From an optimization exercise on the open Yosys and OpenROAD flow, aimed at small area, a short achievable clock period and few clock cycles per item; shortcuts taken in it are not production practice. Where RTL was checked, it was by simulation tests only, not by an equivalence proof against the original.

==> sierra <==
// geofence
module geofence (clk,
                 reset,
                 X,
                 Y,
                 valid,
                 is_inside);
    input clk;
    input reset;
    input [9:0] X;
    input [9:0] Y;
    output valid;
    output is_inside;
    reg [3:0] cnt;
    reg [9:0] px, py;
    reg [10:0] ux, uy, sx, sy, ex, ey;    
    reg ins, vld;
    wire cs, ce;
    wire [9:0] nsx = ~sx[9:0], nex = ~ex[9:0], nuy = ~uy[9:0];
    CrossProduct C0 (.ax(sx), .ay(sy), .bx(ux), .by(uy), .nax(nsx), .nby(nuy), .pos(cs));
    CrossProduct C1 (.ax(ex), .ay(ey), .bx(ux), .by(uy), .nax(nex), .nby(nuy), .pos(ce));
    assign valid = vld;
    assign is_inside = ins;
    always @(posedge clk or posedge reset) begin
        if (reset) begin
            cnt <= 4'd0;
            vld <= 1'b0;
        end else begin
            cnt <= (cnt == 4'd8) ? 4'd0 : cnt + 4'd1;
            vld <= (cnt == 4'd7);
        end
    end
    wire [10:0] dx = {1'b0, X} - {1'b0, px};
    wire [10:0] dy = {1'b0, Y} - {1'b0, py};
    wire [9:0] lx, ly;    
  ...
==> module geofence, before the edit <==
module geofence (clk,
                 reset,
                 X,
                 Y,
                 valid,
                 is_inside);
    input clk;
    input reset;
    input [9:0] X;
    input [9:0] Y;
    output valid;
    output is_inside;
    reg [3:0] cnt;
    reg [9:0] px, py;
    reg [10:0] ux, uy, sx, sy, ex, ey;    
    reg ins, vld;
    wire cs, ce;
    wire [9:0] nsx = ~sx[9:0], nex = ~ex[9:0], nuy = ~uy[9:0];
    CrossProduct C0 (.ax(sx), .ay(sy), .bx(ux), .by(uy), .nax(nsx), .nby(nuy), .pos(cs));
    CrossProduct C1 (.ax(ex), .ay(ey), .bx(ux), .by(uy), .nax(nex), .nby(nuy), .pos(ce));
    assign valid = vld;
    assign is_inside = ins;
    always @(posedge clk or posedge reset) begin
        if (reset) begin
            cnt <= 4'd0;
            vld <= 1'b0;
        end else begin
            cnt <= (cnt == 4'd8) ? 4'd0 : cnt + 4'd1;
            vld <= (cnt == 4'd7);
        end
    end
    wire [10:0] dx = {1'b0, X} - {1'b0, px};
    wire [10:0] dy = {1'b0, Y} - {1'b0, py};
    wire [9:0] lx, ly;    
    assign lx[0] = 1'b0;
    assign ly[0] = 1'b0;
    genvar j;
    generate
        for (j = 1; j < 10; j = j + 1) begin : neg
            assign lx[j] = lx[j-1] | dx[j-1];
            assign ly[j] = ly[j-1] | dy[j-1];
        end
    endgenerate
    wire [9:0] mx = dx[9:0] ^ ({10{dx[10]}} & lx);
    wire [9:0] my = dy[9:0] ^ ({10{dy[10]}} & ly);
    wire place = cnt >= 4'd3 && cnt <= 4'd7;
    always @(posedge clk) begin
        if (cnt == 4'd0) begin
            px <= X;
            py <= Y;
        end
        ux <= {dx[10], mx};
        uy <= {dy[10], my};
        if (cnt == 4'd2 || (place && !cs && !ce)) begin
            sx <= ux;
            sy <= uy;
        end
        if (cnt == 4'd2 || (place && cs && ce)) begin
            ex <= ux;
            ey <= uy;
        end
        if (cnt == 4'd2)
            ins <= 1'b0;
        else if (place && !cs && ce)
            ins <= 1'b1;
    end
endmodule
make LEC_CHECK=0 CAP_MARGIN=20 CORE_MARGIN=2 CORE_UTILIZATION=40 CTS_BUF_LIST='sky130_fd_sc_hd__clkbuf_4 sky130_fd_sc_hd__clkbuf_8' SETUP_SLACK_MARGIN=1.0 SLEW_MARGIN=20 SYNTH_HIERARCHICAL=1 SYNTH_MINIMUM_KEEP_SIZE=0 finish   # period 7.5 ns
run.sh (not shown) runs the stock make flow with config.mk's settings and CLKGATE_MAP_FILE= SYNTH_SCRIPT=/design/flow/synth_recipe.tcl, a recipe that flattens the netlist after the stock synthesis.
==> inputs of pepper, as changes to sierra <==
--- a/flow/config.mk
+++ b/flow/config.mk
@@ -7,9 +7,9 @@
 export LEC_CHECK = 0
 export CAP_MARGIN = 20
 export CORE_MARGIN = 2
 export CORE_UTILIZATION = 40
 export CTS_BUF_LIST = sky130_fd_sc_hd__clkbuf_4 sky130_fd_sc_hd__clkbuf_8
-export SETUP_SLACK_MARGIN = 1.0
+export SETUP_SLACK_MARGIN = 1.75
 export SLEW_MARGIN = 20
 export SYNTH_HIERARCHICAL = 1
 export SYNTH_MINIMUM_KEEP_SIZE = 0
==> inputs of juniper, as changes to sierra <==
--- a/flow/design.v
+++ b/flow/design.v
@@ -527,14 +527,17 @@
     input [9:0] Y;
     output valid;
     output is_inside;
     reg [3:0] cnt;
     reg [9:0] px, py;
-    reg [10:0] ux, uy, sx, sy, ex, ey;    
+    reg [10:0] ux, sx, sy, ex, ey;        
+    reg uys;                              
+    reg [9:0] uyn;                        
+    wire [10:0] uy = {uys, ~uyn};
     reg ins, vld;
     wire cs, ce;
-    wire [9:0] nsx = ~sx[9:0], nex = ~ex[9:0], nuy = ~uy[9:0];
+    wire [9:0] nsx = ~sx[9:0], nex = ~ex[9:0], nuy = uyn;
     CrossProduct C0 (.ax(sx), .ay(sy), .bx(ux), .by(uy), .nax(nsx), .nby(nuy), .pos(cs));
     CrossProduct C1 (.ax(ex), .ay(ey), .bx(ux), .by(uy), .nax(nex), .nby(nuy), .pos(ce));
     assign valid = vld;
     assign is_inside = ins;
     always @(posedge clk or posedge reset) begin
@@ -565,11 +568,12 @@
         if (cnt == 4'd0) begin
             px <= X;
             py <= Y;
         end
         ux <= {dx[10], mx};
-        uy <= {dy[10], my};
+        uys <= dy[10];
+        uyn <= ~my;
         if (cnt == 4'd2 || (place && !cs && !ce)) begin
             sx <= ux;
             sy <= uy;
         end
         if (cnt == 4'd2 || (place && cs && ce)) begin
--- a/flow/config.mk
+++ b/flow/config.mk
@@ -6,10 +6,10 @@
 export NUM_CORES = 4
 export LEC_CHECK = 0
 export CAP_MARGIN = 20
 export CORE_MARGIN = 2
 export CORE_UTILIZATION = 40
-export CTS_BUF_LIST = sky130_fd_sc_hd__clkbuf_4 sky130_fd_sc_hd__clkbuf_8
-export SETUP_SLACK_MARGIN = 1.0
+export CTS_BUF_LIST = sky130_fd_sc_hd__clkbuf_2 sky130_fd_sc_hd__clkbuf_4 sky130_fd_sc_hd__clkbuf_8
+export SETUP_SLACK_MARGIN = 1.5
 export SLEW_MARGIN = 20
 export SYNTH_HIERARCHICAL = 1
 export SYNTH_MINIMUM_KEEP_SIZE = 0
==> inputs of tundra, as changes to sierra <==
--- a/flow/design.v
+++ b/flow/design.v
@@ -20,20 +20,20 @@
 endmodule
 module INV2 (input g, input p, output gn, output pn);
     assign gn = ~g;
     assign pn = ~p;
 endmodule
-module CSEL (input s, input a, input b, output y);
-    assign y = s ? a : b;
+module CSELN (input s, input a, input b, output yn);
+    assign yn = ~(s ? a : b);
 endmodule
 module CrossProduct (input [10:0] ax,
                      input [10:0] ay,
                      input [10:0] bx,
                      input [10:0] by,
                      input [9:0] nax,
                      input [9:0] nby,
-                     output pos);
+                     output npos);
     wire [9:0] na = nax, nb = nby, mc = ay[9:0], md = bx[9:0];
     wire n1 = ax[10] ^ by[10];    
     wire n2 = ay[10] ^ bx[10];    
     wire x, pa, pb;
     assign pa = n1 ? (n2 & ~x) : (n2 | x);
@@ -511,11 +511,11 @@
     INV2 iG639 (.g(G633), .p(P634), .gn(G639), .pn(P640));
     MGP mG641 (.gh(G635), .ph(P636), .gl(G637), .pl(P638), .g(G641), .p(P642));
     INV2 iG643 (.g(G639), .p(P640), .gn(G643), .pn(P644));
     MGI mG645 (.gh(G641), .ph(P642), .gl(G643), .pl(P644), .g(G645), .p(P646));
     assign x = 1'b1;
-    CSEL usel (.s(G645), .a(pa), .b(pb), .y(pos));
+    CSELN usel (.s(G645), .a(pa), .b(pb), .yn(npos));
 endmodule
 module geofence (clk,
                  reset,
                  X,
                  Y,
@@ -527,16 +527,20 @@
     input [9:0] Y;
     output valid;
     output is_inside;
     reg [3:0] cnt;
     reg [9:0] px, py;
-    reg [10:0] ux, uy, sx, sy, ex, ey;    
+    reg [10:0] ux, sx, sy, ex, ey;        
+    reg uys;                              
+    reg [9:0] uyn;                        
+    wire [10:0] uy = {uys, ~uyn};
     reg ins, vld;
-    wire cs, ce;
-    wire [9:0] nsx = ~sx[9:0], nex = ~ex[9:0], nuy = ~uy[9:0];
-    CrossProduct C0 (.ax(sx), .ay(sy), .bx(ux), .by(uy), .nax(nsx), .nby(nuy), .pos(cs));
-    CrossProduct C1 (.ax(ex), .ay(ey), .bx(ux), .by(uy), .nax(nex), .nby(nuy), .pos(ce));
+    wire ncs, nce;
+    wire cs = ~ncs, ce = ~nce;
+    wire [9:0] nsx = ~sx[9:0], nex = ~ex[9:0], nuy = uyn;
+    CrossProduct C0 (.ax(sx), .ay(sy), .bx(ux), .by(uy), .nax(nsx), .nby(nuy), .npos(ncs));
+    CrossProduct C1 (.ax(ex), .ay(ey), .bx(ux), .by(uy), .nax(nex), .nby(nuy), .npos(nce));
     assign valid = vld;
     assign is_inside = ins;
     always @(posedge clk or posedge reset) begin
         if (reset) begin
             cnt <= 4'd0;
@@ -565,11 +569,12 @@
         if (cnt == 4'd0) begin
             px <= X;
             py <= Y;
         end
         ux <= {dx[10], mx};
-        uy <= {dy[10], my};
+        uys <= dy[10];
+        uyn <= ~my;
         if (cnt == 4'd2 || (place && !cs && !ce)) begin
             sx <= ux;
             sy <= uy;
         end
         if (cnt == 4'd2 || (place && cs && ce)) begin
--- a/flow/config.mk
+++ b/flow/config.mk
@@ -7,9 +7,9 @@
 export LEC_CHECK = 0
 export CAP_MARGIN = 20
 export CORE_MARGIN = 2
 export CORE_UTILIZATION = 40
 export CTS_BUF_LIST = sky130_fd_sc_hd__clkbuf_4 sky130_fd_sc_hd__clkbuf_8
-export SETUP_SLACK_MARGIN = 1.0
+export SETUP_SLACK_MARGIN = 1.5
 export SLEW_MARGIN = 20
 export SYNTH_HIERARCHICAL = 1
 export SYNTH_MINIMUM_KEEP_SIZE = 0
==> comparison table <==
quantity	pepper	juniper	tundra	sierra
Run status	no timing/DRC/antenna violations	no timing/DRC/antenna violations	no timing/DRC/antenna violations	no timing/DRC/antenna violations
Unrepaired setup endpoints after global routing	true	false	false	false
Starting utilization of the core area	40.7%	40.8%	40.3%	40.7%
Wire length of the first global-routing pass	54800 um	54400 um	54600 um	53300 um
Clock buffers	11	12	10	10
Fin nets	1806	1780	1802	1735
Number of cell rows	68	68	69	68
Slew HR	66.0%	41.4%	39.6%	37.0%
Final Critical Period	5.58 ns	5.72 ns	5.71 ns	6.17 ns
Fillers	3289	3273	3343	3334
Utilization after layout	45.4%	43.4%	43.4%	42.8%
Worst setup endpoint	sy[10]	sx[9]	sy[1]	sy[0]
Final std cells w/o fill	1861	1835	1863	1790
Fraction of area in non-clock buffers	6.89%	3.59%	4.44%	2.52%
Routed length on met1	14000 um	13700 um	14100 um	13300 um
Testbench counts of sierra, summed over its fixed seeds: cycles 28,800, tests 3,200.
Testbench counts of pepper, summed over its fixed seeds: cycles 28,800, tests 3,200.
Testbench counts of juniper, summed over its fixed seeds: cycles 28,800, tests 3,200.
The RTL of tundra was laid out without a check of its function.

## afterwards: timing with drivers on the ports
No port has a modelled driver above. Below, the same layouts with a new extraction and two added sets of constraints.
Step 1 (the two cells are an assumption about what drives the block):
set clk [get_ports {clk}]
set_driving_cell -lib_cell sky130_fd_sc_hd__clkbuf_16 $clk
set_driving_cell -lib_cell sky130_fd_sc_hd__buf_2 [delete_from_list [all_inputs] $clk]
Step 2 adds t to the input delays and takes it off the output delays; t is the mean of the earliest and latest rising clock arrival at the registers after step 1. Input paths then give back, and output paths get back, about the clock's delay inside the block.
Slacks: ideal / step 1 / step 2; pairs: ideal / step 1.
| run | t (ns) | setup WS [ns] | clock arrival spread, ns | pins driven straight from the clock port |
|---|---|---|---|---|
| sierra | 0.399 | 1.328 / 1.328 / 1.328 | 0.015 / 0.015 | 1 |
| pepper | 0.403 | 1.922 / 1.922 / 1.922 | 0.014 / 0.014 | 1 |
| juniper | 0.395 | 1.779 / 1.779 / 1.779 | 0.016 / 0.016 | 1 |
| tundra | 0.413 | 1.789 / 1.789 / 1.789 | 0.020 / 0.020 | 1 |
After both steps setup and hold are still met in every run listed.
